From an optimization exercise on the open Yosys and OpenROAD flow, aimed at small area, a short achievable clock period and few clock cycles; shortcuts taken in it are not production practice.
Where RTL was checked, it was by simulation tests only, not by an equivalence proof against the original.
The RTL of run 1 was laid out without a check of its function.
No activity file was given, so power comes from the tool's default toggle rates.

==> flow/design.v (outline; a module is shown in full before it is edited, if it fits) <==
// module MyDesign: 226 lines
// module booth_enc: 9 lines
// module mul_tree: 1381 lines
// module fa_cell: 4 lines
// module xnor_cell: 3 lines
// module bsel_cell: 3 lines
// module ha_cell: 4 lines
// module bk_add: 150 lines
module MyDesign(
  input wire reset_n                      ,  
  input wire clk                          ,
  input wire dut_valid                    , 
  output wire dut_ready                   ,
  output wire                           dut__tb__sram_input_write_enable  ,
  output wire [16-1 : 0     ]   dut__tb__sram_input_write_address ,
  output wire [32-1 : 0     ]   dut__tb__sram_input_write_data    ,
  output wire [16-1 : 0     ]   dut__tb__sram_input_read_address  , 
  input  wire signed [32-1 : 0     ]   tb__dut__sram_input_read_data     ,     
  output wire                           dut__tb__sram_weight_write_enable  ,
  output wire [16-1 : 0     ]   dut__tb__sram_weight_write_address ,
  output wire [32-1 : 0     ]   dut__tb__sram_weight_write_data    ,
  output wire [16-1 : 0     ]   dut__tb__sram_weight_read_address  , 
  input  wire signed [32-1 : 0     ]   tb__dut__sram_weight_read_data     ,     
  output wire                           dut__tb__sram_result_write_enable  ,
  output wire [16-1 : 0     ]   dut__tb__sram_result_write_address ,
  output wire signed [32-1 : 0     ]   dut__tb__sram_result_write_data    ,
  output wire [16-1 : 0     ]   dut__tb__sram_result_read_address  , 
  input  wire signed [32-1 : 0     ]   tb__dut__sram_result_read_data     ,     
  output wire                           dut__tb__sram_scratchpad_write_enable  ,
  output wire [16-1 : 0     ]   dut__tb__sram_scratchpad_write_address ,
  output wire signed [32-1 : 0     ]   dut__tb__sram_scratchpad_write_data    ,
  output wire [16-1 : 0     ]   dut__tb__sram_scratchpad_read_address  , 
  input  wire signed [32-1 : 0     ]   tb__dut__sram_scratchpad_read_data  
);
  // ...
==> flow/flow/run.sh <==
#!/bin/bash
# Layout flow: the standard flow (standard.sh) with two changes to how the
# layout is made: port buffers use the small sky130_fd_sc_hd__buf_1 cell, and
# timing repair aims for extra setup slack so that the achieved period shrinks.
# The clock period and constraints are the standard flow's own (constraint.sdc).
set -euo pipefail
bash standard.sh finish \
  "BUFFER_PORTS_ARGS=-buffer_cell sky130_fd_sc_hd__buf_1" \
  "SETUP_SLACK_MARGIN=11.8" \
  > standard.log 2>&1
==> flow/standard.sh <==
#!/bin/bash
# synth_recipe.tcl (not shown) runs the flow's synth.tcl, then flattens the netlist and writes it again
# the make line also repeats each setting of config.mk as NAME=value (left out here)
make -C /OpenROAD-flow-scripts/flow DESIGN_CONFIG=/design/flow/config.mk WORK_HOME=/design/flow/orfs CLKGATE_MAP_FILE= SYNTH_SCRIPT=/design/flow/synth_recipe.tcl "${@:-finish}"
==> flow/config.mk <==
export PLATFORM = sky130hd
export DESIGN_NAME = MyDesign
export DESIGN_NICKNAME = MyDesign
export VERILOG_FILES = /design/flow/design.v
export SDC_FILE = /design/flow/constraint.sdc
export NUM_CORES = 4
export LEC_CHECK = 0
export CAP_MARGIN = 20
export CORE_MARGIN = 2
export CORE_UTILIZATION = 40
export CTS_CLUSTER_DIAMETER = 100
export CTS_CLUSTER_SIZE = 20
export SLEW_MARGIN = 20
export SYNTH_HIERARCHICAL = 1
export SYNTH_MINIMUM_KEEP_SIZE = 0
==> flow/constraint.sdc <==
create_clock -name core_clock -period 16.0 [get_ports {clk}]
set_input_delay 3.2000 -clock core_clock [delete_from_list [all_inputs] [get_ports {clk}]]
set_output_delay 3.2000 -clock core_clock [all_outputs]
set_load 0.01 [all_outputs]
==> flow_results.xml, run 1 <==
<?xml version="1.0" encoding="UTF-8"?>
<metrics>
  <group name="die">
    <metric name="floorplan.initialDensity" unit="">0.402</metric>
    <metric name="floorplan.die_area" unit="um^2">66600</metric>
  </group>
  <group name="power_and_ir_drop">
    <metric name="power" unit="W">0.00520</metric>
    <metric name="clk-power" unit="W">0.000563</metric>
    <metric name="pwr-share-comb" unit="">0.659</metric>
    <metric name="power.sequential.total" unit="W">0.00121</metric>
  </group>
  <group name="worst_setup_path">
    <metric name="start_kind" unit="">flip-flop</metric>
    <metric name="peak_fanout_along_the_critical_path" unit="">6</metric>
    <metric name="worst-setup-path-type" unit="">reg2out</metric>
    <metric name="critPathRequiredTime" unit="ps">12800</metric>
    <metric name="logic_depth_of_the_worst_path_buffers_included" unit="">1</metric>
    <metric name="critical_path.top_delay_family" unit="">flip-flops</metric>
  </group>
  <group name="yosys">
    <metric name="synthesized_area_fraction_occupied_by_ao_oa_aoi_and_oai_cells" unit="">0.148</metric>
    <metric name="seq_area_frac_synth" unit="">0.259</metric>
    <metric name="synth_cell_type_count" unit="">84</metric>
    <metric name="largest_family_of_logic_cells_by_synthesized_area" unit="">adder cells</metric>
    <metric name="yosys.area_share.adder" unit="">0.253</metric>
  </group>
  <group name="detailed_routing">
    <metric name="detail_route.first_pass.iterations" unit="">5</metric>
    <metric name="drc" unit="">0</metric>
    <metric name="detailroute.via_count" unit="">19700</metric>
    <metric name="drt-total-wl" unit="um">75500</metric>
    <metric name="routed-wl-met2" unit="um">36100</metric>
    <metric name="vias_per_cell" unit="">5.54</metric>
    <metric name="postRouteAntennaNets" unit="">0</metric>
  </group>
  <group name="timing">
    <metric name="timing.final.hold_violations" unit="">0</metric>
    <metric name="report.final.setup_viol" unit="">0</metric>
    <metric name="tightest_slew" unit="ps">1170</metric>
    <metric name="slew_viol_final" unit="">0</metric>
  </group>
  <group name="placed_design">
    <metric name="routabilityCongestion" unit="">0.917</metric>
    <metric name="number_of_cells_in_the_design_after_placement" unit="">3483</metric>
    <metric name="cell_area_after_placement" unit="um^2">26400</metric>
  </group>
  <group name="clock_tree">
    <metric name="cts_buffers" unit="">21</metric>
    <metric name="clk-insertion-delay-late" unit="ps">570</metric>
  </group>
  <group name="hold_path">
    <metric name="hold_path_end" unit="">wcnt[0]$_SDFF_PP0_</metric>
  </group>
  <group name="cells_and_area">
    <metric name="cell_type_taking_the_most_area" unit="">multi-input combinational cells</metric>
    <metric name="plain_repair_buffers" unit="">334</metric>
    <metric name="ratio_of_cells_with_drive_above_1_in_the_final_layout" unit="">0.155</metric>
    <metric name="final_common_cell" unit="">sky130_fd_sc_hd__xnor2_1</metric>
  </group>
  <group name="status">
    <metric name="run_status" unit="">no timing/DRC/antenna violations</metric>
  </group>
</metrics>
==> module MyDesign, before the edit <==
module MyDesign(
  input wire reset_n                      ,  
  input wire clk                          ,
  input wire dut_valid                    , 
  output wire dut_ready                   ,
  output wire                           dut__tb__sram_input_write_enable  ,
  output wire [16-1 : 0     ]   dut__tb__sram_input_write_address ,
  output wire [32-1 : 0     ]   dut__tb__sram_input_write_data    ,
  output wire [16-1 : 0     ]   dut__tb__sram_input_read_address  , 
  input  wire signed [32-1 : 0     ]   tb__dut__sram_input_read_data     ,     
  output wire                           dut__tb__sram_weight_write_enable  ,
  output wire [16-1 : 0     ]   dut__tb__sram_weight_write_address ,
  output wire [32-1 : 0     ]   dut__tb__sram_weight_write_data    ,
  output wire [16-1 : 0     ]   dut__tb__sram_weight_read_address  , 
  input  wire signed [32-1 : 0     ]   tb__dut__sram_weight_read_data     ,     
  output wire                           dut__tb__sram_result_write_enable  ,
  output wire [16-1 : 0     ]   dut__tb__sram_result_write_address ,
  output wire signed [32-1 : 0     ]   dut__tb__sram_result_write_data    ,
  output wire [16-1 : 0     ]   dut__tb__sram_result_read_address  , 
  input  wire signed [32-1 : 0     ]   tb__dut__sram_result_read_data     ,     
  output wire                           dut__tb__sram_scratchpad_write_enable  ,
  output wire [16-1 : 0     ]   dut__tb__sram_scratchpad_write_address ,
  output wire signed [32-1 : 0     ]   dut__tb__sram_scratchpad_write_data    ,
  output wire [16-1 : 0     ]   dut__tb__sram_scratchpad_read_address  , 
  input  wire signed [32-1 : 0     ]   tb__dut__sram_scratchpad_read_data  
);
localparam AW = 12;    
localparam [2:0] ST_IDLE = 3'd0, ST_HDR = 3'd1, ST_RUN = 3'd2, ST_WAIT = 3'd3, ST_FIN = 3'd4;
localparam [2:0] PH_Q = 3'd0, PH_K = 3'd1, PH_V = 3'd2, PH_S = 3'd3, PH_Z = 3'd4;
logic [2:0]    st;
logic          ready_r;
logic [2:0]    ph;
logic [1:0]    wcnt;
logic [4:0]    n1;         
logic [5:0]    d1;         
logic [5:0]    p1;         
logic [5:0]    k_cnt;      
logic [5:0]    j_cnt;      
logic [4:0]    i_cnt;      
logic          kfirst;
logic [9:0]    np;         
logic [AW-1:0] a_addr, a_row, b_addr, b_base;    
logic f0, l0, sel0, f1, l1, f2, l2;
logic [15:0] bone, btwo, bneg;    
logic [31:0] opb, s_r, c_r, acc;
logic        we_r;
logic [AW-1:0] waddr;
wire kl = (k_cnt == 6'd1);
wire jl = (j_cnt == 6'd1);
wire il = (i_cnt == 5'd1);
function automatic [5:0] klen(input [2:0] p, input [4:0] n1_, input [5:0] d1_, input [5:0] p1_);
  klen = (p == PH_S) ? p1_ : (p == PH_Z) ? {1'b0, n1_} : d1_;
endfunction
function automatic [5:0] jlen(input [2:0] p, input [4:0] n1_, input [5:0] p1_);
  jlen = (p == PH_S) ? {1'b0, n1_} : p1_;
endfunction
wire [AW-1:0] np2 = {1'b0, np, 1'b0};
wire [AW-1:0] np3 = {2'b0, np} + np2;
wire [AW-1:0] a_inc = a_addr + 1'b1;
wire [AW-1:0] b_nxtcol = b_base + 1'b1;
wire [AW-1:0] b_step = b_addr + ((ph == PH_Z) ? {{(AW-6){1'b0}}, p1} : {{(AW-1){1'b0}}, 1'b1});
wire          n_is1 = (n1 == 5'd1);
wire issue     = (st == ST_RUN);
wire phase_end = issue && kl && jl && il;
logic [2:0] st_nxt;
always_comb begin
  st_nxt = st;
  case (st)
    ST_IDLE: if (dut_valid) st_nxt = ST_HDR;
    ST_HDR:  st_nxt = ST_RUN;
    ST_RUN:  if (phase_end) begin
      if (ph == PH_Z)                                st_nxt = ST_FIN;
      else if ((ph == PH_V || ph == PH_S) && n_is1)  st_nxt = ST_WAIT;
    end
    ST_WAIT: if (wcnt == 2'd3) st_nxt = ST_RUN;
    ST_FIN:  if (wcnt == 2'd3) st_nxt = ST_IDLE;
    default: st_nxt = ST_IDLE;
  endcase
  if (!reset_n) st_nxt = ST_IDLE;
end
always_ff @(posedge clk) begin
  st      <= st_nxt;
  ready_r <= (st_nxt == ST_IDLE);
  f0      <= reset_n && issue && kfirst;
  l0      <= reset_n && issue && kl;
end
always_ff @(posedge clk) begin
  wcnt <= issue ? 2'd0 : wcnt + 2'd1;
  case (st)
    ST_IDLE: begin
      a_addr <= '0;
      b_addr <= '0;
    end
    ST_HDR: begin
      n1     <= tb__dut__sram_input_read_data[20:16];
      d1     <= tb__dut__sram_input_read_data[5:0];
      p1     <= tb__dut__sram_weight_read_data[5:0];
      k_cnt  <= tb__dut__sram_input_read_data[5:0];
      j_cnt  <= tb__dut__sram_weight_read_data[5:0];
      i_cnt  <= tb__dut__sram_input_read_data[20:16];
      ph     <= PH_Q;
      np     <= '0;
      a_addr <= 1; a_row <= 1;
      b_addr <= 1; b_base <= 1;
      kfirst <= 1'b1;
    end
    ST_RUN: begin
      sel0   <= (ph == PH_S) || (ph == PH_Z);
      kfirst <= kl;
      if (ph == PH_Q && kl) np <= np + 1'b1;
      if (!kl) begin
        k_cnt  <= k_cnt - 1'b1;
        a_addr <= a_inc;
        b_addr <= b_step;
      end else begin
        k_cnt <= klen(ph, n1, d1, p1);
        if (!jl) begin
          j_cnt  <= j_cnt - 1'b1;
          a_addr <= a_row;
          if (ph == PH_Z) begin
            b_addr <= b_nxtcol;
            b_base <= b_nxtcol;
          end else begin
            b_addr <= b_step;
          end
        end else begin
          j_cnt <= jlen(ph, n1, p1);
          if (!il) begin
            i_cnt  <= i_cnt - 1'b1;
            a_addr <= a_inc;
            a_row  <= a_inc;
            if (ph == PH_Z) begin
              b_addr <= np2;
              b_base <= np2;
            end else begin
              b_addr <= b_base;
            end
          end else begin
            i_cnt <= n1;
            ph    <= ph + 3'd1;
            k_cnt <= klen(ph + 3'd1, n1, d1, p1);
            j_cnt <= jlen(ph + 3'd1, n1, p1);
            case (ph)
              PH_Q, PH_K: begin
                a_addr <= 1; a_row <= 1;
                b_addr <= b_step; b_base <= b_step;
              end
              PH_V: begin
                a_addr <= '0; a_row <= '0;
                b_addr <= {2'b0, np}; b_base <= {2'b0, np};
              end
              PH_S: begin
                a_addr <= np3; a_row <= np3;
                b_addr <= np2; b_base <= np2;
              end
              default: begin
                a_addr <= '0;
                b_addr <= '0;
              end
            endcase
          end
        end
      end
    end
    ST_WAIT: begin
      a_addr <= (ph == PH_S) ? '0 : np3;
      b_addr <= (ph == PH_S) ? {2'b0, np} : np2;
    end
    default: begin
      a_addr <= '0;
      b_addr <= '0;
    end
  endcase
end
wire [31:0] a_in = sel0 ? tb__dut__sram_result_read_data : tb__dut__sram_input_read_data;
wire [15:0] enc_one, enc_two, enc_neg;
booth_enc u_enc (.a(a_in), .one(enc_one), .two(enc_two), .neg(enc_neg));
wire [31:0] acc_in = f2 ? 32'd0 : acc;
wire [31:0] cs_s, cs_c, acc_nxt;
genvar gi;
for (gi = 0; gi < 32; gi = gi + 1) begin : g_csa
  fa_cell u_fa (.a(acc_in[gi]), .b(s_r[gi]), .c(c_r[gi]), .s(cs_s[gi]), .co(cs_c[gi]));
end
bk_add u_add (.x(cs_s), .y({cs_c[30:0], 1'b0}), .z(acc_nxt));
wire [31:0] mt_s, mt_c;
mul_tree u_mul (.one(bone), .two(btwo), .neg(bneg), .b(opb), .s(mt_s), .c(mt_c));
always_ff @(posedge clk) begin
  if (!reset_n) begin
    f1 <= 1'b0; l1 <= 1'b0; f2 <= 1'b0; l2 <= 1'b0;
    we_r <= 1'b0;
  end else begin
    f1 <= f0; l1 <= l0;
    f2 <= f1; l2 <= l1;
    we_r <= l2;
  end
end
always_ff @(posedge clk) begin
  bone <= enc_one;
  btwo <= enc_two;
  bneg <= enc_neg;
  opb <= sel0 ? tb__dut__sram_scratchpad_read_data : tb__dut__sram_weight_read_data;
  s_r <= mt_s;
  c_r <= mt_c;
  acc <= acc_nxt;
end
always_ff @(posedge clk) begin
  waddr <= (st == ST_HDR) ? '0 : waddr + {{(AW-1){1'b0}}, we_r};
end
assign dut_ready = ready_r;
assign dut__tb__sram_input_write_enable  = 1'b0;
assign dut__tb__sram_input_write_address = 16'b0;
assign dut__tb__sram_input_write_data    = 32'b0;
assign dut__tb__sram_input_read_address  = {{(16-AW){1'b0}}, a_addr};
assign dut__tb__sram_weight_write_enable  = 1'b0;
assign dut__tb__sram_weight_write_address = 16'b0;
assign dut__tb__sram_weight_write_data    = 32'b0;
assign dut__tb__sram_weight_read_address  = {{(16-AW){1'b0}}, b_addr};
assign dut__tb__sram_result_write_enable  = we_r;
assign dut__tb__sram_result_write_address = {{(16-AW){1'b0}}, waddr};
assign dut__tb__sram_result_write_data    = acc;
assign dut__tb__sram_result_read_address  = {{(16-AW){1'b0}}, a_addr};
assign dut__tb__sram_scratchpad_write_enable  = we_r;
assign dut__tb__sram_scratchpad_write_address = {{(16-AW){1'b0}}, waddr};
assign dut__tb__sram_scratchpad_write_data    = acc;
assign dut__tb__sram_scratchpad_read_address  = {{(16-AW){1'b0}}, b_addr};
endmodule
==> module booth_enc, before the edit <==
module booth_enc(input wire [31:0] a, output wire [15:0] one, output wire [15:0] two, output wire [15:0] neg);
  wire [32:0] ax = {a, 1'b0};
  genvar i;
  for (i = 0; i < 16; i = i + 1) begin : g_enc
    assign neg[i] = ax[2*i+2] & ~(ax[2*i+1] & ax[2*i]);
    assign one[i] = ax[2*i+1] ^ ax[2*i];
    assign two[i] = (ax[2*i+2] & ~ax[2*i+1] & ~ax[2*i]) | (~ax[2*i+2] & ax[2*i+1] & ax[2*i]);
  end
endmodule
==> inputs of run 2 (changes only) <==
--- a/flow/design.v
+++ b/flow/design.v
@@ -36,17 +36,17 @@
 logic [5:0]    p1;         
 logic [5:0]    k_cnt;      
 logic [5:0]    j_cnt;      
 logic [4:0]    i_cnt;      
 logic          kfirst;
 logic [9:0]    np;         
 logic [AW-1:0] a_addr, a_row, b_addr, b_base;    
 logic f0, l0, sel0, f1, l1, f2, l2;
-logic [15:0] bone, btwo, bneg;    
+logic [15:0] bnone, bntwo, bneg;  
 logic [31:0] opb, s_r, c_r, acc;
 logic        we_r;
 logic [AW-1:0] waddr;
 wire kl = (k_cnt == 6'd1);
 wire jl = (j_cnt == 6'd1);
 wire il = (i_cnt == 5'd1);
 function automatic [5:0] klen(input [2:0] p, input [4:0] n1_, input [5:0] d1_, input [5:0] p1_);
   klen = (p == PH_S) ? p1_ : (p == PH_Z) ? {1'b0, n1_} : d1_;
@@ -168,40 +168,40 @@
     end
     default: begin
       a_addr <= '0;
       b_addr <= '0;
     end
   endcase
 end
 wire [31:0] a_in = sel0 ? tb__dut__sram_result_read_data : tb__dut__sram_input_read_data;
-wire [15:0] enc_one, enc_two, enc_neg;
-booth_enc u_enc (.a(a_in), .one(enc_one), .two(enc_two), .neg(enc_neg));
+wire [15:0] enc_none, enc_ntwo, enc_neg;
+booth_enc u_enc (.a(a_in), .none(enc_none), .ntwo(enc_ntwo), .neg(enc_neg));
 wire [31:0] acc_in = f2 ? 32'd0 : acc;
 wire [31:0] cs_s, cs_c, acc_nxt;
 genvar gi;
 for (gi = 0; gi < 32; gi = gi + 1) begin : g_csa
   fa_cell u_fa (.a(acc_in[gi]), .b(s_r[gi]), .c(c_r[gi]), .s(cs_s[gi]), .co(cs_c[gi]));
 end
 bk_add u_add (.x(cs_s), .y({cs_c[30:0], 1'b0}), .z(acc_nxt));
 wire [31:0] mt_s, mt_c;
-mul_tree u_mul (.one(bone), .two(btwo), .neg(bneg), .b(opb), .s(mt_s), .c(mt_c));
+mul_tree u_mul (.none(bnone), .ntwo(bntwo), .neg(bneg), .b(opb), .s(mt_s), .c(mt_c));
 always_ff @(posedge clk) begin
   if (!reset_n) begin
     f1 <= 1'b0; l1 <= 1'b0; f2 <= 1'b0; l2 <= 1'b0;
     we_r <= 1'b0;
   end else begin
     f1 <= f0; l1 <= l0;
     f2 <= f1; l2 <= l1;
     we_r <= l2;
   end
 end
 always_ff @(posedge clk) begin
-  bone <= enc_one;
-  btwo <= enc_two;
+  bnone <= enc_none;
+  bntwo <= enc_ntwo;
   bneg <= enc_neg;
   opb <= sel0 ? tb__dut__sram_scratchpad_read_data : tb__dut__sram_weight_read_data;
   s_r <= mt_s;
   c_r <= mt_c;
   acc <= acc_nxt;
 end
 always_ff @(posedge clk) begin
   waddr <= (st == ST_HDR) ? '0 : waddr + {{(AW-1){1'b0}}, we_r};
@@ -219,28 +219,26 @@
 assign dut__tb__sram_result_write_address = {{(16-AW){1'b0}}, waddr};
 assign dut__tb__sram_result_write_data    = acc;
 assign dut__tb__sram_result_read_address  = {{(16-AW){1'b0}}, a_addr};
 assign dut__tb__sram_scratchpad_write_enable  = we_r;
 assign dut__tb__sram_scratchpad_write_address = {{(16-AW){1'b0}}, waddr};
 assign dut__tb__sram_scratchpad_write_data    = acc;
 assign dut__tb__sram_scratchpad_read_address  = {{(16-AW){1'b0}}, b_addr};
 endmodule
-module booth_enc(input wire [31:0] a, output wire [15:0] one, output wire [15:0] two, output wire [15:0] neg);
+module booth_enc(input wire [31:0] a, output wire [15:0] none, output wire [15:0] ntwo, output wire [15:0] neg);
   wire [32:0] ax = {a, 1'b0};
   genvar i;
   for (i = 0; i < 16; i = i + 1) begin : g_enc
     assign neg[i] = ax[2*i+2] & ~(ax[2*i+1] & ax[2*i]);
-    assign one[i] = ax[2*i+1] ^ ax[2*i];
-    assign two[i] = (ax[2*i+2] & ~ax[2*i+1] & ~ax[2*i]) | (~ax[2*i+2] & ax[2*i+1] & ax[2*i]);
+    assign none[i] = ~(ax[2*i+1] ^ ax[2*i]);
+    assign ntwo[i] = ~((ax[2*i+2] & ~ax[2*i+1] & ~ax[2*i]) | (~ax[2*i+2] & ax[2*i+1] & ax[2*i]));
   end
 endmodule
-module mul_tree(input wire [15:0] one, input wire [15:0] two, input wire [15:0] neg, input wire [31:0] b, output wire [31:0] s, output wire [31:0] c);
-  wire [15:0] none = ~one;
-  wire [15:0] ntwo = ~two;
+module mul_tree(input wire [15:0] none, input wire [15:0] ntwo, input wire [15:0] neg, input wire [31:0] b, output wire [31:0] s, output wire [31:0] c);
   wire [15:0] nneg = ~neg;
   wire [31:0] xn0;
   xnor_cell u_xn0_0 (.a(b[0]), .b(neg[0]), .y(xn0[0]));
   xnor_cell u_xn0_1 (.a(b[1]), .b(neg[0]), .y(xn0[1]));
   xnor_cell u_xn0_2 (.a(b[2]), .b(neg[0]), .y(xn0[2]));
   xnor_cell u_xn0_3 (.a(b[3]), .b(neg[0]), .y(xn0[3]));
   xnor_cell u_xn0_4 (.a(b[4]), .b(neg[0]), .y(xn0[4]));
   xnor_cell u_xn0_5 (.a(b[5]), .b(neg[0]), .y(xn0[5]));
==> flow/flow/run.sh (replaced) <==
#!/bin/bash
# Layout flow: the standard flow (standard.sh) with two changes to how the
# layout is made: port buffers use the small sky130_fd_sc_hd__buf_1 cell, and
# timing repair aims for extra setup slack so that the achieved period shrinks.
# The clock period and constraints are the standard flow's own (constraint.sdc).
set -euo pipefail
bash standard.sh finish \
  "BUFFER_PORTS_ARGS=-buffer_cell sky130_fd_sc_hd__buf_1" \
  "SETUP_SLACK_MARGIN=11.6" \
  > standard.log 2>&1
==> flow/config.mk (replaced) <==
export PLATFORM = sky130hd
export DESIGN_NAME = MyDesign
export DESIGN_NICKNAME = MyDesign
export VERILOG_FILES = /design/flow/design.v
export SDC_FILE = /design/flow/constraint.sdc
export NUM_CORES = 4
export LEC_CHECK = 0
export CAP_MARGIN = 20
export CORE_MARGIN = 2
export CORE_UTILIZATION = 60
export CTS_CLUSTER_DIAMETER = 100
export CTS_CLUSTER_SIZE = 20
export SLEW_MARGIN = 20
export SYNTH_HIERARCHICAL = 1
export SYNTH_MINIMUM_KEEP_SIZE = 0
==> flow_results.xml, run 2 <==
<?xml version="1.0" encoding="UTF-8"?>
<metrics>
  <group name="die">
    <metric name="floorplan.die_area" unit="um^2">44500</metric>
    <metric name="floorplan.core_area" unit="um^2">42000</metric>
    <metric name="floorplan.initialDensity" unit="">0.611</metric>
    <metric name="io_pins" unit="">392</metric>
    <metric name="die-height" unit="um">211</metric>
    <metric name="floorplan.die.width" unit="um">211</metric>
    <metric name="core.rowCount" unit="">75</metric>
  </group>
  <group name="global_route">
    <metric name="first_global_vias" unit="">19100</metric>
    <metric name="globalRoute.totalOverflow" unit="">0</metric>
    <metric name="grt_first_pass_wirelength" unit="um">110000</metric>
    <metric name="grt_usage" unit="">0.320</metric>
    <metric name="grt_start_max_net_pins" unit="">69</metric>
    <metric name="grt_antenna_before_repair" unit="">2</metric>
  </group>
  <group name="yosys">
    <metric name="post_synth_main_area_contributors" unit="">sky130_fd_sc_hd__fa_1, sky130_fd_sc_hd__dfxtp_1, sky130_fd_sc_hd__xnor2_1</metric>
    <metric name="synthesis.area_per_instance" unit="um^2">10.2</metric>
    <metric name="seq_area_frac_synth" unit="">0.261</metric>
    <metric name="synth_seq_cells" unit="">298</metric>
    <metric name="synth_flop_cell" unit="">sky130_fd_sc_hd__dfxtp_1</metric>
    <metric name="syn-cell-area" unit="um^2">25700</metric>
    <metric name="yosys_warnings" unit="">7</metric>
    <metric name="synth_cell_type_count" unit="">77</metric>
    <metric name="postSynth.asyncResetShare" unit="">0</metric>
    <metric name="count_of_flip_flops_with_a_built_in_enable_after_synthesis" unit="">73</metric>
    <metric name="synthTopCellsByCount" unit="">sky130_fd_sc_hd__xnor2_1, sky130_fd_sc_hd__o22ai_1, sky130_fd_sc_hd__fa_1</metric>
    <metric name="yosys.cell_count.top_type" unit="">sky130_fd_sc_hd__xnor2_1</metric>
    <metric name="yosys.area.top_type_share" unit="">0.203</metric>
    <metric name="synth_top_cell_by_area" unit="">sky130_fd_sc_hd__fa_1</metric>
    <metric name="netlist_instances" unit="">2518</metric>
  </group>
  <group name="cells_and_area">
    <metric name="register_area" unit="um^2">6740</metric>
    <metric name="most_frequent_cells_in_the_layout" unit="">sky130_fd_sc_hd__xnor2_1, sky130_fd_sc_hd__o22ai_1, sky130_fd_sc_hd__buf_1, sky130_fd_sc_hd__fa_1, sky130_fd_sc_hd__dfxtp_1</metric>
    <metric name="stdcell_area" unit="um^2">26600</metric>
    <metric name="final_common_cell" unit="">sky130_fd_sc_hd__xnor2_1</metric>
    <metric name="fin_nets" unit="">3146</metric>
    <metric name="flow.area_growth_from_synthesis" unit="%">3.44</metric>
    <metric name="fill_cells" unit="">3563</metric>
    <metric name="fin_util" unit="">0.632</metric>
    <metric name="ratio_of_cells_with_drive_above_1_in_the_final_layout" unit="">0.0677</metric>
    <metric name="multi_input_comb_area" unit="um^2">16900</metric>
  </group>
  <group name="flow_run">
    <metric name="cap_violations" unit="">0</metric>
  </group>
  <group name="hold_path">
    <metric name="timing.hold.worst.class" unit="">reg2reg</metric>
    <metric name="hp-start" unit="">wcnt[0]$_SDFF_PP0_</metric>
  </group>
  <group name="detailed_routing">
    <metric name="detail_route.first_pass.iterations" unit="">5</metric>
    <metric name="drt-total-wl" unit="um">71300</metric>
    <metric name="detailroute.via_count" unit="">19700</metric>
    <metric name="drc" unit="">0</metric>
    <metric name="route.detailed.wl_per_inst" unit="um">22.3</metric>
    <metric name="detail_route.iter0.violations" unit="">2107</metric>
    <metric name="postRouteAntennaNets" unit="">0</metric>
    <metric name="vias_per_cell" unit="">6.15</metric>
  </group>
  <group name="timing">
    <metric name="max-slew-margin-rel" unit="">0.254</metric>
    <metric name="post-route-period-util" unit="">0.273</metric>
    <metric name="tightest_slew" unit="ps">1120</metric>
    <metric name="slew_viol_final" unit="">0</metric>
    <metric name="rsz0062_at_grt" unit="">false</metric>
    <metric name="fin_worst_hold_slack" unit="ps">436</metric>
    <metric name="clock_skew" unit="ps">29.9</metric>
    <metric name="worst_setup_slack_after_layout" unit="ps">11630</metric>
    <metric name="report.final.setup_viol" unit="">0</metric>
    <metric name="final.min_clock_period" unit="ps">4370</metric>
    <metric name="timing.final.hold_violations" unit="">0</metric>
    <metric name="timing.fmax" unit="MHz">229</metric>
    <metric name="totalNegativeSetupSlack" unit="ps">0</metric>
  </group>
  <group name="worst_setup_path">
    <metric name="maximum_single_stage_delay_on_the_critical_path" unit="ps">450</metric>
    <metric name="crit_path_capture_type" unit="">output pin</metric>
    <metric name="worst_path_max_delay_cell" unit="">sky130_fd_sc_hd__dfxtp_1</metric>
    <metric name="critPathRequiredTime" unit="ps">12800</metric>
    <metric name="worst-endpoint-arrival" unit="ps">1170</metric>
    <metric name="critical_path.top_delay_family" unit="">flip-flops</metric>
    <metric name="critPathBufInv" unit="">1</metric>
    <metric name="path_cells" unit="">buf_1</metric>
    <metric name="worstSetupStartpoint" unit="">b_addr[5]$_DFF_P_</metric>
    <metric name="r2r-start" unit="">bneg[8]$_DFF_P_</metric>
    <metric name="start_kind" unit="">flip-flop</metric>
    <metric name="peak_fanout_along_the_critical_path" unit="">3</metric>
    <metric name="worst-setup-path-type" unit="">reg2out</metric>
  </group>
  <group name="status">
    <metric name="run_status" unit="">no timing/DRC/antenna violations</metric>
  </group>
  <group name="power_and_ir_drop">
    <metric name="static-leakage-power" unit="nW">10.1</metric>
    <metric name="vdd_ir_drop_max" unit="uV">117</metric>
    <metric name="power_density" unit="nW/um^2">186</metric>
  </group>
  <group name="clock_tree">
    <metric name="tritoncts" unit="">yes</metric>
    <metric name="path_clk_slew" unit="ps">100</metric>
    <metric name="cts_buffer_depth" unit="">3</metric>
    <metric name="cts.sink_count" unit="">298</metric>
    <metric name="clk-insertion-delay-late" unit="ps">550</metric>
    <metric name="cts-root-buf" unit="">sky130_fd_sc_hd__clkbuf_16</metric>
    <metric name="clock_tree.htree_level_count" unit="">1</metric>
    <metric name="cts_buffers" unit="">19</metric>
  </group>
  <group name="placed_design">
    <metric name="port-buffer-count" unit="">269</metric>
    <metric name="routabilityCongestion" unit="">0.955</metric>
    <metric name="detailedPlace.worstSlack" unit="ps">11640</metric>
    <metric name="cell_area_after_placement" unit="um^2">25900</metric>
    <metric name="dpl.hpwl" unit="um">53900</metric>
  </group>
</metrics>
-- run 2: changes by cell type after synthesis, moves of 3 or more --
cell | previous run | this run
sky130_fd_sc_hd__a21oi_1 | 68 | 88
sky130_fd_sc_hd__inv_1 | 92 | 79
sky130_fd_sc_hd__nor3b_1 | 2 | 15
sky130_fd_sc_hd__nand2b_1 | 21 | 9
sky130_fd_sc_hd__nor2b_1 | 56 | 68
sky130_fd_sc_hd__nand3b_1 | 11 | 1
sky130_fd_sc_hd__o21ai_1 | 17 | 8
sky130_fd_sc_hd__o21ai_0 | 66 | 72
sky130_fd_sc_hd__a21oi_2 | 4 | 1
sky130_fd_sc_hd__nand2_1 | 111 | 108
sky130_fd_sc_hd__nor2_1 | 99 | 102
sky130_fd_sc_hd__o22ai_1 | 283 | 280
-- run 2: cells by family (layout without fill, tap and decap cells) --
family / count (synthesis) / in the layout / synth area share
other cells: 2 / 126 / 0.000293
fa+ha+maj: 366 / 366 / 0.254
mux: 93 / 93 / 0.0396
flops: 298 / 298 / 0.261
xor+xnor: 345 / 345 / 0.118
compound gates: 588 / 588 / 0.146
buf+inv: 402 / 421 / 0.0981
simple gates: 424 / 424 / 0.0832
-- run 2: Yosys stat by module, one instance, submodules excluded --
module / area [um^2] / flops+latches / times used / cells inside
MyDesign: 13900 / 298 / 1 / 1377
bk_add: 1290 / 0 / 1 / 151
booth_enc: 632 / 0 / 1 / 93
mul_tree: 544 / 0 / 1 / 81
fa_cell: 20.0 / 0 / 242 / 1
ha_cell: 12.5 / 0 / 30 / 1
xnor_cell: 8.76 / 0 / 272 / 1
bsel_cell: 6.26 / 0 / 272 / 1
-- run 2: area by class of cell --
type / count / area share
Sequential cell: 298 / 0.254
Clock buffer: 28 / 0.0204
Inverter: 80 / 0.0113
Clock inverter: 3 / 0.00104
Timing Repair Buffer: 310 / 0.0496
Multi-Input combinational cell: 1940 / 0.638
Tap cell: 539 / 0.0254
Antenna cell: 2 / 0.000188
-- run 2: layer usage --
| metal | vias up | part of all wire | track usage |
|---|---|---|---|
| met1 | 9596 | 0.43 | 0.470 |
| li1 | 8814 | - | - |
| met4 | 0 | 0.026 | 0.0857 |
| met3 | 142 | 0.11 | 0.0565 |
| met5 | - | 0 | 0 |
| met2 | 1134 | 0.44 | 0.490 |
-- run 2: path summary, 6_finish.rpt --
path         slack [ps]                                   end  depth (start not counted)
min reg2reg         440                    wcnt[0]$_SDFF_PP0_                          1
max               11630  dut__tb__sram_weight_read_address[5]                          1
max reg2reg       11800                       c_r[31]$_DFF_P_                          8
min                 440                    wcnt[0]$_SDFF_PP0_                          1
-- run 2: what timing repair did --
item	in CTS	in global routing
setup endpoints to repair	22	21
hold buffers	0	0
setup buffers	0	0
gates resized for setup	12	13
-- run 2: where the power goes --
| group | internal [W] | switching, W |
|---|---|---|
| Combinational | 0.00146 | 0.00177 |
| Clock | 0.000238 | 0.000275 |
| Sequential | 0.00103 | 0.000162 |
| Total | 0.00273 | 0.00221 |
-- run 2: per-stage QoR --
step,std cells,total power [W]
floorplan,2640,0.00453
global placement,3165,0.00435
detailed placement,3167,0.00446
CTS,3198,0.00500
global route,3200,0.00552
finish,3200,0.00493
Testbench counts of run 2, summed over its fixed seeds: cycles 88,723.
==> inputs of run 3 (changes only) <==
--- a/flow/flow/run.sh
+++ b/flow/flow/run.sh
@@ -9,2 +9,3 @@
   "SETUP_SLACK_MARGIN=11.6" \
+  "SKIP_REPAIR_TIE_FANOUT=1" \
   > standard.log 2>&1
--- a/flow/config.mk
+++ b/flow/config.mk
@@ -9,3 +9,3 @@
 export CORE_MARGIN = 2
-export CORE_UTILIZATION = 60
+export CORE_UTILIZATION = 40
 export CTS_CLUSTER_DIAMETER = 100
==> flow_results.xml, run 3 <==
<?xml version="1.0" encoding="UTF-8"?>
<metrics>
  <group name="status">
    <metric name="run_status" unit="">no timing/DRC/antenna violations</metric>
  </group>
  <group name="detailed_routing">
    <metric name="drc" unit="">0</metric>
    <metric name="route.detailed.wl_per_inst" unit="um">21.2</metric>
    <metric name="drt-total-wl" unit="um">71700</metric>
    <metric name="vias_per_cell" unit="">5.63</metric>
    <metric name="detail_route.first_pass.iterations" unit="">6</metric>
    <metric name="postRouteAntennaNets" unit="">0</metric>
    <metric name="detail_route.iter0.violations" unit="">1717</metric>
    <metric name="detailroute.via_count" unit="">19000</metric>
  </group>
  <group name="global_route">
    <metric name="globalRoute.totalOverflow" unit="">0</metric>
    <metric name="gr-max-usage-layer" unit="">met2</metric>
    <metric name="grt_antenna_before_repair" unit="">5</metric>
    <metric name="met2_usage" unit="">0.332</metric>
    <metric name="met3_usage" unit="">0.0414</metric>
    <metric name="first_global_vias" unit="">19400</metric>
    <metric name="grt_first_pass_wirelength" unit="um">112000</metric>
    <metric name="grt_start_max_net_pins" unit="">124</metric>
    <metric name="grt_use_met1" unit="">0.299</metric>
    <metric name="grt_usage" unit="">0.213</metric>
  </group>
  <group name="clock_tree">
    <metric name="cts.sink_count" unit="">298</metric>
    <metric name="cts_hold_repair.buffers" unit="">0</metric>
    <metric name="path_clk_slew" unit="ps">80</metric>
    <metric name="cts_buffer_depth" unit="">3</metric>
    <metric name="cts_buffers" unit="">22</metric>
    <metric name="cts-root-buf" unit="">sky130_fd_sc_hd__clkbuf_16</metric>
    <metric name="clock_tree.htree_level_count" unit="">1</metric>
    <metric name="clk-insertion-delay-late" unit="ps">570</metric>
    <metric name="tritoncts" unit="">yes</metric>
  </group>
  <group name="die">
    <metric name="die-height" unit="um">257</metric>
    <metric name="floorplan.core_area" unit="um^2">63300</metric>
    <metric name="core.rowCount" unit="">92</metric>
    <metric name="floorplan.die.width" unit="um">257</metric>
    <metric name="floorplan.initialDensity" unit="">0.405</metric>
    <metric name="floorplan.die_area" unit="um^2">66200</metric>
    <metric name="io_pins" unit="">392</metric>
  </group>
  <group name="yosys">
    <metric name="yosys_warnings" unit="">7</metric>
    <metric name="synth_seq_cells" unit="">298</metric>
    <metric name="syn-cell-area" unit="um^2">25700</metric>
    <metric name="synthTopCellsByCount" unit="">sky130_fd_sc_hd__xnor2_1, sky130_fd_sc_hd__o22ai_1, sky130_fd_sc_hd__fa_1</metric>
    <metric name="yosys.area.top_type_share" unit="">0.203</metric>
    <metric name="count_of_flip_flops_with_a_built_in_enable_after_synthesis" unit="">73</metric>
    <metric name="synth_top_cell_by_area" unit="">sky130_fd_sc_hd__fa_1</metric>
    <metric name="synthesis.area_per_instance" unit="um^2">10.2</metric>
    <metric name="synth_cell_type_count" unit="">77</metric>
    <metric name="yosys.cell_count.top_type" unit="">sky130_fd_sc_hd__xnor2_1</metric>
    <metric name="postSynth.asyncResetShare" unit="">0</metric>
    <metric name="post_synth_main_area_contributors" unit="">sky130_fd_sc_hd__fa_1, sky130_fd_sc_hd__dfxtp_1, sky130_fd_sc_hd__xnor2_1</metric>
    <metric name="seq_area_frac_synth" unit="">0.261</metric>
    <metric name="synth_flop_cell" unit="">sky130_fd_sc_hd__dfxtp_1</metric>
    <metric name="netlist_instances" unit="">2518</metric>
  </group>
  <group name="timing">
    <metric name="post-route-period-util" unit="">0.273</metric>
    <metric name="final.min_clock_period" unit="ps">4360</metric>
    <metric name="slew_viol_final" unit="">0</metric>
    <metric name="timing.fmax" unit="MHz">229</metric>
    <metric name="totalNegativeSetupSlack" unit="ps">0</metric>
    <metric name="tightest_slew" unit="ps">1140</metric>
    <metric name="clock_skew" unit="ps">35.8</metric>
    <metric name="rsz0062_at_grt" unit="">true</metric>
    <metric name="report.final.setup_viol" unit="">0</metric>
    <metric name="timing.final.hold_violations" unit="">0</metric>
    <metric name="max-slew-margin-rel" unit="">0.241</metric>
  </group>
  <group name="placed_design">
    <metric name="dpl.hpwl" unit="um">54500</metric>
    <metric name="routabilityCongestion" unit="">0.917</metric>
    <metric name="port-buffer-count" unit="">269</metric>
    <metric name="number_of_cells_in_the_design_after_placement" unit="">3334</metric>
  </group>
  <group name="cells_and_area">
    <metric name="most_frequent_cells_in_the_layout" unit="">sky130_fd_sc_hd__xnor2_1, sky130_fd_sc_hd__o22ai_1, sky130_fd_sc_hd__buf_1, sky130_fd_sc_hd__fa_1, sky130_fd_sc_hd__dfxtp_1</metric>
    <metric name="ratio_of_cells_with_drive_above_1_in_the_final_layout" unit="">0.0740</metric>
    <metric name="multi_input_comb_area" unit="um^2">16500</metric>
    <metric name="fin_nets" unit="">3010</metric>
    <metric name="instances_no_fill" unit="">3375</metric>
    <metric name="fill_cells" unit="">6139</metric>
    <metric name="flow.area_growth_from_synthesis" unit="%">3.22</metric>
    <metric name="final_common_cell" unit="">sky130_fd_sc_hd__xnor2_1</metric>
    <metric name="register_area" unit="um^2">6760</metric>
  </group>
  <group name="worst_setup_path">
    <metric name="peak_fanout_along_the_critical_path" unit="">3</metric>
    <metric name="start_kind" unit="">flip-flop</metric>
    <metric name="worst_path_max_delay_cell" unit="">sky130_fd_sc_hd__dfxtp_1</metric>
    <metric name="critPathBufInv" unit="">1</metric>
    <metric name="critPathRequiredTime" unit="ps">12800</metric>
    <metric name="crit_path_capture_type" unit="">output pin</metric>
    <metric name="worst-endpoint-arrival" unit="ps">1160</metric>
    <metric name="path_cells" unit="">buf_1</metric>
    <metric name="worst-setup-path-type" unit="">reg2out</metric>
    <metric name="critical_path.top_delay_family" unit="">flip-flops</metric>
    <metric name="maximum_single_stage_delay_on_the_critical_path" unit="ps">420</metric>
  </group>
  <group name="power_and_ir_drop">
    <metric name="power_density" unit="nW/um^2">187</metric>
    <metric name="vdd_ir_drop_max" unit="uV">106</metric>
    <metric name="static-leakage-power" unit="nW">9.69</metric>
  </group>
  <group name="flow_run">
    <metric name="cap_violations" unit="">0</metric>
  </group>
  <group name="hold_path">
    <metric name="timing.hold.worst.class" unit="">reg2reg</metric>
  </group>
</metrics>
## run 3: changes by cell type in the layout (fill, tap and decap cells not counted), sizes merged
cell | previous run | this run
inv | 81 | 83
conb | 124 | 2
buf | 310 | 289
clkinvlp | 1 | 0
clkbuf | 28 | 33
clkinv | 1 | 5
diode | 2 | 3
## run 3: power breakdown
| group | switching, W | total, W | internal (W) |
|---|---|---|---|
| sequential | 0.000200 | 0.00123 | 0.00103 |
| clock | 0.000302 | 0.000569 | 0.000267 |
| combinational | 0.00171 | 0.00315 | 0.00144 |
## run 3: layer usage
metal / share of wire / vias up
met4: 0.032 / 0
met1: 0.44 / 9295
met2: 0.44 / 917
met3: 0.085 / 141
met5: 0 / -
li1: - / 8652
## run 3: per-module statistics from Yosys, one instance, submodules excluded
| module | copies in the design | cell area (um^2) | flops+latches | cells |
|---|---|---|---|---|
| bk_add | 1 | 1290 | 0 | 151 |
| xnor_cell | 272 | 8.76 | 0 | 1 |
| MyDesign | 1 | 13900 | 298 | 1377 |
| booth_enc | 1 | 632 | 0 | 93 |
| bsel_cell | 272 | 6.26 | 0 | 1 |
| mul_tree | 1 | 544 | 0 | 81 |
| ha_cell | 30 | 12.5 | 0 | 1 |
| fa_cell | 242 | 20.0 | 0 | 1 |
## run 3: area by class of cell
| class | instances | share of cell area |
|---|---|---|
| clock inverters | 8 | 0.00434 |
| repair buffers | 293 | 0.0451 |
| well taps | 846 | 0.0400 |
| diodes | 3 | 0.000283 |
| multi-input cells | 1818 | 0.622 |
| flip-flops and latches | 298 | 0.255 |
| clock buffers | 29 | 0.0218 |
| inverters | 80 | 0.0113 |
## run 3: cells by family after synthesis
family                     Yosys count  share of synthesized area
other                                2                   0.000293
buffers and inverters              402                     0.0981
xor gates and xnor gates           345                      0.118
DFF                                298                      0.261
muxes                               93                     0.0396
adders and majority gates          366                      0.254
AOI/OAI and AO/OA                  588                      0.146
and+or+nand+nor                    424                     0.0832
## run 3: timing repair
action | in CTS | in global routing
gates cloned | 0 | 0
buffers inserted | 0 | 1
resized for setup | 24 | 22
setup endpoints to repair | 43 | 27
## run 3: final timing paths
path                    start                                      to  slack [ps]  cells after the start
max            acc[5]$_DFF_P_  dut__tb__sram_scratchpad_write_data[5]       11640                      1
min             f1$_SDFF_PN0_                           f2$_SDFF_PN0_         440                      1
max reg2reg  bnone[3]$_DFF_P_                         c_r[31]$_DFF_P_       11810                      7
min reg2reg     f1$_SDFF_PN0_                           f2$_SDFF_PN0_         440                      1
## run 3: per-stage QoR
| stage | total power, W | cell area [um^2] | setup slack, ps | hold WS (ps) | util |
|---|---|---|---|---|---|
| floorplan | 0.00453 | 25700 | 11640 | 399 | - |
| global placement | 0.00432 | 25700 | 11720 | 408 | 0.406 |
| detailed placement | 0.00443 | 25700 | 11640 | 419 | 0.406 |
| CTS | 0.00502 | 26400 | 11600 | 440 | 0.418 |
| global route | 0.00553 | 26500 | 11590 | 448 | 0.418 |
| finish | 0.00495 | 26500 | 11640 | 437 | 0.418 |
==> inputs of run 4 (changes only) <==
--- a/flow/flow/run.sh
+++ b/flow/flow/run.sh
@@ -9,3 +9,2 @@
   "SETUP_SLACK_MARGIN=11.6" \
-  "SKIP_REPAIR_TIE_FANOUT=1" \
   > standard.log 2>&1
==> flow_results.xml, run 4 <==
<?xml version="1.0" encoding="UTF-8"?>
<metrics>
  <group name="clock_tree">
    <metric name="cts_buffer_depth" unit="">3</metric>
    <metric name="tritoncts" unit="">yes</metric>
    <metric name="cts-root-buf" unit="">sky130_fd_sc_hd__clkbuf_16</metric>
    <metric name="cts.sink_count" unit="">298</metric>
    <metric name="cts_hold_repair.buffers" unit="">0</metric>
    <metric name="clk-insertion-delay-late" unit="ps">580</metric>
    <metric name="cts_buffers" unit="">21</metric>
    <metric name="path_clk_slew" unit="ps">90</metric>
    <metric name="clock_tree.htree_level_count" unit="">1</metric>
  </group>
  <group name="global_route">
    <metric name="grt_usage" unit="">0.213</metric>
    <metric name="first_global_vias" unit="">19300</metric>
    <metric name="gr-max-usage-layer" unit="">met2</metric>
    <metric name="met2_usage" unit="">0.340</metric>
    <metric name="grt_antenna_before_repair" unit="">0</metric>
    <metric name="grt_first_pass_wirelength" unit="um">112000</metric>
    <metric name="grt_use_met1" unit="">0.300</metric>
    <metric name="globalRoute.totalOverflow" unit="">0</metric>
    <metric name="grt_start_max_net_pins" unit="">69</metric>
    <metric name="met3_usage" unit="">0.0301</metric>
  </group>
  <group name="worst_setup_path">
    <metric name="crit_path_capture_type" unit="">output pin</metric>
    <metric name="maximum_single_stage_delay_on_the_critical_path" unit="ps">420</metric>
    <metric name="worst-endpoint-arrival" unit="ps">1160</metric>
    <metric name="worst_path_max_delay_cell" unit="">sky130_fd_sc_hd__dfxtp_4</metric>
    <metric name="peak_fanout_along_the_critical_path" unit="">9</metric>
    <metric name="path_cells" unit="">buf_1</metric>
    <metric name="critPathRequiredTime" unit="ps">12800</metric>
    <metric name="start_kind" unit="">flip-flop</metric>
    <metric name="critical_path.top_delay_family" unit="">flip-flops</metric>
    <metric name="worst-setup-path-type" unit="">reg2out</metric>
    <metric name="critPathBufInv" unit="">1</metric>
  </group>
  <group name="die">
    <metric name="floorplan.die_area" unit="um^2">66200</metric>
    <metric name="io_pins" unit="">392</metric>
    <metric name="core.rowCount" unit="">92</metric>
    <metric name="floorplan.core_area" unit="um^2">63300</metric>
    <metric name="floorplan.initialDensity" unit="">0.405</metric>
    <metric name="die-height" unit="um">257</metric>
    <metric name="floorplan.die.width" unit="um">257</metric>
  </group>
  <group name="cells_and_area">
    <metric name="instances_no_fill" unit="">3504</metric>
    <metric name="fin_nets" unit="">3142</metric>
    <metric name="ratio_of_cells_with_drive_above_1_in_the_final_layout" unit="">0.0696</metric>
    <metric name="flow.area_growth_from_synthesis" unit="%">5.10</metric>
    <metric name="most_frequent_cells_in_the_layout" unit="">sky130_fd_sc_hd__xnor2_1, sky130_fd_sc_hd__o22ai_1, sky130_fd_sc_hd__buf_1, sky130_fd_sc_hd__fa_1, sky130_fd_sc_hd__dfxtp_1</metric>
    <metric name="final_common_cell" unit="">sky130_fd_sc_hd__xnor2_1</metric>
  </group>
  <group name="yosys">
    <metric name="yosys.cell_count.top_type" unit="">sky130_fd_sc_hd__xnor2_1</metric>
    <metric name="seq_area_frac_synth" unit="">0.261</metric>
    <metric name="synth_top_cell_by_area" unit="">sky130_fd_sc_hd__fa_1</metric>
    <metric name="postSynth.asyncResetShare" unit="">0</metric>
    <metric name="post_synth_main_area_contributors" unit="">sky130_fd_sc_hd__fa_1, sky130_fd_sc_hd__dfxtp_1, sky130_fd_sc_hd__xnor2_1</metric>
    <metric name="yosys_warnings" unit="">7</metric>
    <metric name="syn-cell-area" unit="um^2">25700</metric>
    <metric name="netlist_instances" unit="">2518</metric>
    <metric name="yosys.area.top_type_share" unit="">0.203</metric>
    <metric name="synth_flop_cell" unit="">sky130_fd_sc_hd__dfxtp_1</metric>
    <metric name="synth_seq_cells" unit="">298</metric>
    <metric name="synthTopCellsByCount" unit="">sky130_fd_sc_hd__xnor2_1, sky130_fd_sc_hd__o22ai_1, sky130_fd_sc_hd__fa_1</metric>
    <metric name="synthesis.area_per_instance" unit="um^2">10.2</metric>
    <metric name="synth_cell_type_count" unit="">77</metric>
    <metric name="count_of_flip_flops_with_a_built_in_enable_after_synthesis" unit="">73</metric>
  </group>
  <group name="timing">
    <metric name="final.min_clock_period" unit="ps">4360</metric>
    <metric name="rsz0062_at_grt" unit="">false</metric>
    <metric name="post-route-period-util" unit="">0.273</metric>
    <metric name="slew_viol_final" unit="">0</metric>
    <metric name="clock_skew" unit="ps">63.3</metric>
    <metric name="totalNegativeSetupSlack" unit="ps">0</metric>
    <metric name="tightest_slew" unit="ps">1100</metric>
    <metric name="timing.final.hold_violations" unit="">0</metric>
    <metric name="max-slew-margin-rel" unit="">0.266</metric>
    <metric name="timing.fmax" unit="MHz">229</metric>
    <metric name="report.final.setup_viol" unit="">0</metric>
  </group>
  <group name="placed_design">
    <metric name="routabilityCongestion" unit="">0.918</metric>
    <metric name="dpl.hpwl" unit="um">55200</metric>
    <metric name="number_of_cells_in_the_design_after_placement" unit="">3468</metric>
    <metric name="port-buffer-count" unit="">269</metric>
  </group>
  <group name="detailed_routing">
    <metric name="detail_route.first_pass.iterations" unit="">7</metric>
    <metric name="detailroute.via_count" unit="">19400</metric>
    <metric name="drt-total-wl" unit="um">72600</metric>
    <metric name="route.detailed.wl_per_inst" unit="um">20.7</metric>
    <metric name="postRouteAntennaNets" unit="">0</metric>
    <metric name="detail_route.iter0.violations" unit="">1681</metric>
    <metric name="vias_per_cell" unit="">5.54</metric>
    <metric name="drc" unit="">0</metric>
  </group>
  <group name="hold_path">
    <metric name="timing.hold.worst.class" unit="">reg2reg</metric>
  </group>
  <group name="power_and_ir_drop">
    <metric name="static-leakage-power" unit="nW">10.1</metric>
    <metric name="power_density" unit="nW/um^2">184</metric>
    <metric name="vdd_ir_drop_max" unit="uV">99.9</metric>
  </group>
  <group name="flow_run">
    <metric name="cap_violations" unit="">0</metric>
  </group>
  <group name="status">
    <metric name="run_status" unit="">no timing/DRC/antenna violations</metric>
  </group>
</metrics>
[run 4: layout make-up]
| type | count | area (um^2) |
|---|---|---|
| fill | 6248 | 36300 |
| multi-input combinational | 1940 | 16900 |
| sequential | 298 | 6750 |
| timing repair buffer | 304 | 1280 |
| tap | 846 | 1060 |
| clock buffer | 28 | 573 |
| inverter | 80 | 300 |
| clock inverter | 7 | 77.6 |
| antenna | 1 | 2.50 |
[run 4: what timing repair did]
item | in CTS | in global routing
endpoints found under the setup margin | 27 | 22
setup buffers | 0 | 0
pin swaps | 0 | 0
resized for setup | 20 | 14
[run 4: power breakdown]
part	leakage (nW)	switching, W	internal (W)
logic	7.23	0.00174	0.00145
registers	2.57	0.000175	0.00103
clock network	0.314	0.000300	0.000262
total	10.1	0.00222	0.00274
[run 4: path summary, 6_finish.rpt]
path	start	end	slack, ps	depth (start not counted)
worst max-delay path	a_addr[0]$_DFF_P_	dut__tb__sram_result_read_address[0]	11640	1
worst min-delay path	wcnt[0]$_SDFF_PP0_	wcnt[0]$_SDFF_PP0_	430	1
worst max register to register	bneg[3]$_DFF_P_	c_r[31]$_DFF_P_	11710	8
worst min register to register	wcnt[0]$_SDFF_PP0_	wcnt[0]$_SDFF_PP0_	430	1
[run 4: logic make-up after synthesis]
logic type / count (synthesis) / share of synthesized area
buffers and inverters: 402 / 0.0981
AO/OA/AOI/OAI: 588 / 0.146
other: 2 / 0.000293
multiplexers: 93 / 0.0396
flip-flops: 298 / 0.261
AND/OR/NAND/NOR: 424 / 0.0832
adder cells (fa/ha/maj): 366 / 0.254
XOR/XNOR: 345 / 0.118
[run 4: per-module statistics from Yosys (local to each module, per instance)]
| module | cells | cell area (um^2) |
|---|---|---|
| MyDesign | 1377 | 13900 |
| bk_add | 151 | 1290 |
| booth_enc | 93 | 632 |
| mul_tree | 81 | 544 |
| fa_cell | 1 | 20.0 |
| ha_cell | 1 | 12.5 |
| xnor_cell | 1 | 8.76 |
| bsel_cell | 1 | 6.26 |
[run 4: stage by stage]
step	setup WS (ps)	area, um^2	hold slack [ps]	power [W]	utilization
final	11640	27000	431	0.00496	0.426
after global routing	11600	27000	448	0.00554	0.426
after CTS	11600	27000	435	0.00504	0.426
after detailed placement	11630	26300	422	0.00445	0.415
after global placement	11680	26300	408	0.00434	0.415
after floorplan	11640	26100	399	0.00453	-
[run 4: layer usage]
metal,share of wire,wire (um)
met5,0,0
met4,0.035,2510
met3,0.075,5450
met2,0.45,32900
met1,0.44,31800
==> inputs of run 5 (changes only) <==
==> flow/flow/run.sh (replaced) <==
#!/bin/bash
# Layout flow: the standard flow (standard.sh) with three changes to how the
# layout is made: port buffers use the small sky130_fd_sc_hd__buf_1 cell, and
# timing repair aims for extra setup slack so that the achieved period shrinks,
# and the constant outputs share one tie cell (SKIP_REPAIR_TIE_FANOUT).
# The clock period and constraints are the standard flow's own (constraint.sdc).
set -euo pipefail
bash standard.sh finish \
  "BUFFER_PORTS_ARGS=-buffer_cell sky130_fd_sc_hd__buf_1" \
  "SETUP_SLACK_MARGIN=11.7" \
  "SKIP_REPAIR_TIE_FANOUT=1" \
  > standard.log 2>&1
==> flow_results.xml, run 5 <==
<?xml version="1.0" encoding="UTF-8"?>
<metrics>
  <group name="die">
    <metric name="die-height" unit="um">257</metric>
    <metric name="floorplan.core_area" unit="um^2">63300</metric>
    <metric name="floorplan.die.width" unit="um">257</metric>
    <metric name="io_pins" unit="">392</metric>
    <metric name="floorplan.initialDensity" unit="">0.405</metric>
    <metric name="core.rowCount" unit="">92</metric>
    <metric name="floorplan.die_area" unit="um^2">66200</metric>
  </group>
  <group name="detailed_routing">
    <metric name="vias_per_cell" unit="">5.66</metric>
    <metric name="route.detailed.wl_per_inst" unit="um">21.4</metric>
    <metric name="drt-total-wl" unit="um">72700</metric>
    <metric name="drc" unit="">0</metric>
    <metric name="detailroute.via_count" unit="">19200</metric>
    <metric name="detail_route.iter0.violations" unit="">1901</metric>
    <metric name="detail_route.first_pass.iterations" unit="">8</metric>
    <metric name="postRouteAntennaNets" unit="">0</metric>
  </group>
  <group name="worst_setup_path">
    <metric name="critical_path.top_delay_family" unit="">flip-flops</metric>
    <metric name="worstReg2RegEnd" unit="">c_r[31]$_DFF_P_</metric>
    <metric name="peak_fanout_along_the_critical_path" unit="">4</metric>
    <metric name="r2r-start" unit="">opb[4]$_DFF_P_</metric>
    <metric name="maximum_single_stage_delay_on_the_critical_path" unit="ps">400</metric>
    <metric name="path_cells" unit="">buf_6</metric>
    <metric name="start_kind" unit="">flip-flop</metric>
    <metric name="worst-endpoint-arrival" unit="ps">1090</metric>
    <metric name="reg2regPathDepth" unit="">7</metric>
    <metric name="crit_path_capture_type" unit="">output pin</metric>
    <metric name="worst_path_max_delay_cell" unit="">sky130_fd_sc_hd__dfxtp_4</metric>
    <metric name="worst-setup-path-type" unit="">reg2out</metric>
    <metric name="r2r_slack" unit="ps">11870</metric>
    <metric name="critPathRequiredTime" unit="ps">12800</metric>
    <metric name="critPathBufInv" unit="">1</metric>
  </group>
  <group name="yosys">
    <metric name="postSynth.asyncResetShare" unit="">0</metric>
    <metric name="post_synth_main_area_contributors" unit="">sky130_fd_sc_hd__fa_1, sky130_fd_sc_hd__dfxtp_1, sky130_fd_sc_hd__xnor2_1</metric>
    <metric name="synth_seq_cells" unit="">298</metric>
    <metric name="synthesis.area_per_instance" unit="um^2">10.2</metric>
    <metric name="synth_top_cell_by_area" unit="">sky130_fd_sc_hd__fa_1</metric>
    <metric name="syn-cell-area" unit="um^2">25700</metric>
    <metric name="count_of_flip_flops_with_a_built_in_enable_after_synthesis" unit="">73</metric>
    <metric name="synthTopCellsByCount" unit="">sky130_fd_sc_hd__xnor2_1, sky130_fd_sc_hd__o22ai_1, sky130_fd_sc_hd__fa_1</metric>
    <metric name="synth_cell_type_count" unit="">77</metric>
    <metric name="yosys.area.top_type_share" unit="">0.203</metric>
    <metric name="seq_area_frac_synth" unit="">0.261</metric>
    <metric name="yosys.cell_count.top_type" unit="">sky130_fd_sc_hd__xnor2_1</metric>
    <metric name="synth_flop_cell" unit="">sky130_fd_sc_hd__dfxtp_1</metric>
    <metric name="yosys_warnings" unit="">7</metric>
    <metric name="netlist_instances" unit="">2518</metric>
  </group>
  <group name="timing">
    <metric name="clock_skew" unit="ps">34.0</metric>
    <metric name="report.final.setup_viol" unit="">0</metric>
    <metric name="tightest_slew" unit="ps">1170</metric>
    <metric name="fin_worst_hold_slack" unit="ps">434</metric>
    <metric name="max-slew-margin-rel" unit="">0.217</metric>
    <metric name="timing.final.hold_violations" unit="">0</metric>
    <metric name="slew_viol_final" unit="">0</metric>
    <metric name="final.min_clock_period" unit="ps">4290</metric>
    <metric name="timing.fmax" unit="MHz">233</metric>
    <metric name="post-route-period-util" unit="">0.268</metric>
    <metric name="totalNegativeSetupSlack" unit="ps">0</metric>
    <metric name="rsz0062_at_grt" unit="">true</metric>
  </group>
  <group name="cells_and_area">
    <metric name="stdcell_area" unit="um^2">27100</metric>
    <metric name="ratio_of_cells_with_drive_above_1_in_the_final_layout" unit="">0.151</metric>
    <metric name="final_common_cell" unit="">sky130_fd_sc_hd__xnor2_1</metric>
    <metric name="fin_nets" unit="">3031</metric>
    <metric name="most_frequent_cells_in_the_layout" unit="">sky130_fd_sc_hd__xnor2_1, sky130_fd_sc_hd__o22ai_1, sky130_fd_sc_hd__fa_1, sky130_fd_sc_hd__dfxtp_1, sky130_fd_sc_hd__buf_1</metric>
    <metric name="flow.area_growth_from_synthesis" unit="%">5.54</metric>
  </group>
  <group name="clock_tree">
    <metric name="clock_tree.htree_level_count" unit="">1</metric>
    <metric name="clk-insertion-delay-late" unit="ps">570</metric>
    <metric name="cts.sink_count" unit="">298</metric>
    <metric name="cts_buffer_depth" unit="">3</metric>
    <metric name="tritoncts" unit="">yes</metric>
    <metric name="path_clk_slew" unit="ps">100</metric>
    <metric name="cts-root-buf" unit="">sky130_fd_sc_hd__clkbuf_16</metric>
    <metric name="cts_buffers" unit="">22</metric>
  </group>
  <group name="hold_path">
    <metric name="hp-start" unit="">wcnt[0]$_SDFF_PP0_</metric>
    <metric name="timing.hold.worst.class" unit="">reg2reg</metric>
    <metric name="min_delay_path_depth" unit="">1</metric>
    <metric name="hold_path_end" unit="">wcnt[0]$_SDFF_PP0_</metric>
  </group>
  <group name="placed_design">
    <metric name="routabilityCongestion" unit="">0.930</metric>
    <metric name="cell_area_after_placement" unit="um^2">25700</metric>
    <metric name="dpl.hpwl" unit="um">55000</metric>
    <metric name="port-buffer-count" unit="">269</metric>
  </group>
  <group name="global_route">
    <metric name="grt_antenna_before_repair" unit="">7</metric>
    <metric name="globalRoute.totalOverflow" unit="">0</metric>
    <metric name="first_global_vias" unit="">19100</metric>
    <metric name="grt_first_pass_wirelength" unit="um">112000</metric>
    <metric name="grt_start_max_net_pins" unit="">124</metric>
    <metric name="grt_usage" unit="">0.214</metric>
  </group>
  <group name="status">
    <metric name="run_status" unit="">no timing/DRC/antenna violations</metric>
  </group>
  <group name="power_and_ir_drop">
    <metric name="vdd_ir_drop_max" unit="uV">108</metric>
    <metric name="power_density" unit="nW/um^2">186</metric>
    <metric name="static-leakage-power" unit="nW">10.3</metric>
  </group>
  <group name="flow_run">
    <metric name="cap_violations" unit="">0</metric>
  </group>
</metrics>
-- run 5: through the flow --
stage / utilization / cells / setup WS (ps) / power [W]
final: 0.428 / 3396 / 11710 / 0.00504
after global routing: 0.428 / 3396 / 11680 / 0.00563
after CTS: 0.424 / 3385 / 11670 / 0.00511
after detailed placement: 0.406 / 3336 / 11600 / 0.00445
after global placement: 0.406 / 3336 / 11710 / 0.00433
after floorplan: - / 2518 / 11790 / 0.00453
-- run 5: area by class of cell --
| cell class | instances | area [um^2] |
|---|---|---|
| diodes | 3 | 7.51 |
| clock buffers | 31 | 616 |
| clock inverters | 6 | 95.1 |
| fillers | 6111 | 36200 |
| inverters | 80 | 300 |
| multi-input cells | 1818 | 16500 |
| flip-flops and latches | 298 | 6880 |
| well taps | 846 | 1060 |
| repair buffers | 314 | 1650 |
-- run 5: Yosys stat by module (local to each module, per instance) --
module,flops+latches,cells inside,times used
fa_cell,0,1,242
xnor_cell,0,1,272
bk_add,0,151,1
bsel_cell,0,1,272
booth_enc,0,93,1
ha_cell,0,1,30
mul_tree,0,81,1
MyDesign,298,1377,1
-- run 5: repair_timing --
action | CTS | global route
hold buffers | 0 | 0
endpoints found under the setup margin | 132 | 105
setup buffers | 12 | 8
hold endpoints to repair | 0 | 0
gates cloned | 0 | 0
resized for setup | 200 | 68
-- run 5: cells by family (layout without fill, tap and decap cells) --
group                    count (synthesis)  in the layout  share of synthesized area
buffers and inverters                  402            431                     0.0981
other                                    2              5                   0.000293
flip-flops                             298            298                      0.261
XOR/XNOR                               345            345                      0.118
multiplexers                            93             93                     0.0396
adder cells (fa/ha/maj)                366            366                      0.254
AND/OR/NAND/NOR                        424            424                     0.0832
AO/OA/AOI/OAI                          588            588                      0.146
-- run 5: per-layer routing --
layer  vias to the layer above  track usage  wire length, um
met5                         -            0               13
met4                         2       0.0615             1820
met3                        97       0.0410             6530
met2                       986        0.335            32300
met1                      9461        0.301            32100
li1                       8691            -                -
-- run 5: where the power goes --
group,switching (W),internal (W)
Sequential,0.000201,0.00104
Combinational,0.00173,0.00149
Clock,0.000307,0.000282
-- run 5: worst max path at each step --
| stage | startpoint | endpoint | slack, ps | cells past startpoint |
|---|---|---|---|---|
| finish | a_addr[0]$_DFF_P_ | dut__tb__sram_input_read_address[0] | 11710 | 1 |
| global route | a_addr[9]$_DFF_P_ | dut__tb__sram_result_read_address[9] | 11680 | 1 |
| CTS | a_addr[0]$_DFF_P_ | dut__tb__sram_input_read_address[0] | 11670 | 1 |
| detailed placement | bneg[0]$_DFF_P_ | c_r[31]$_DFF_P_ | 11600 | 8 |
| global placement | bneg[0]$_DFF_P_ | c_r[31]$_DFF_P_ | 11710 | 8 |
| floorplan | bneg[5]$_DFF_P_ | c_r[31]$_DFF_P_ | 11790 | 9 |

==> re-timing with driven ports <==
The flow's constraints put no driver on any port. The routed layouts listed below were extracted and timed again, unchanged, in two steps.
Step 1: set_driving_cell puts a clkbuf_16 on clk and a buf_2 on each other input, an assumption about the parent block.
Step 2, shift: input delay + t, output delay - t, t = (earliest + latest rising clock arrival at the registers) / 2. This alone moves slack from input paths to output paths.
Slacks: ideal ports / drivers / drivers and shift; pairs: ideal ports / drivers.
run	t (ns)	setup WS [ns]	worst slew at a driven data input, ns	pins driven straight from the clock port
run 1	0.619	11.671 / 11.610 / 11.875	0.08	1
run 2	0.602	11.634 / 11.573 / 11.804	0.09	1
run 3	0.619	11.639 / 11.575 / 11.801	0.12	1
run 4	0.611	11.635 / 11.573 / 11.715	0.07	1
run 5	0.613	11.714 / 11.651 / 11.852	0.12	1
After both steps every run listed still meets setup and hold.
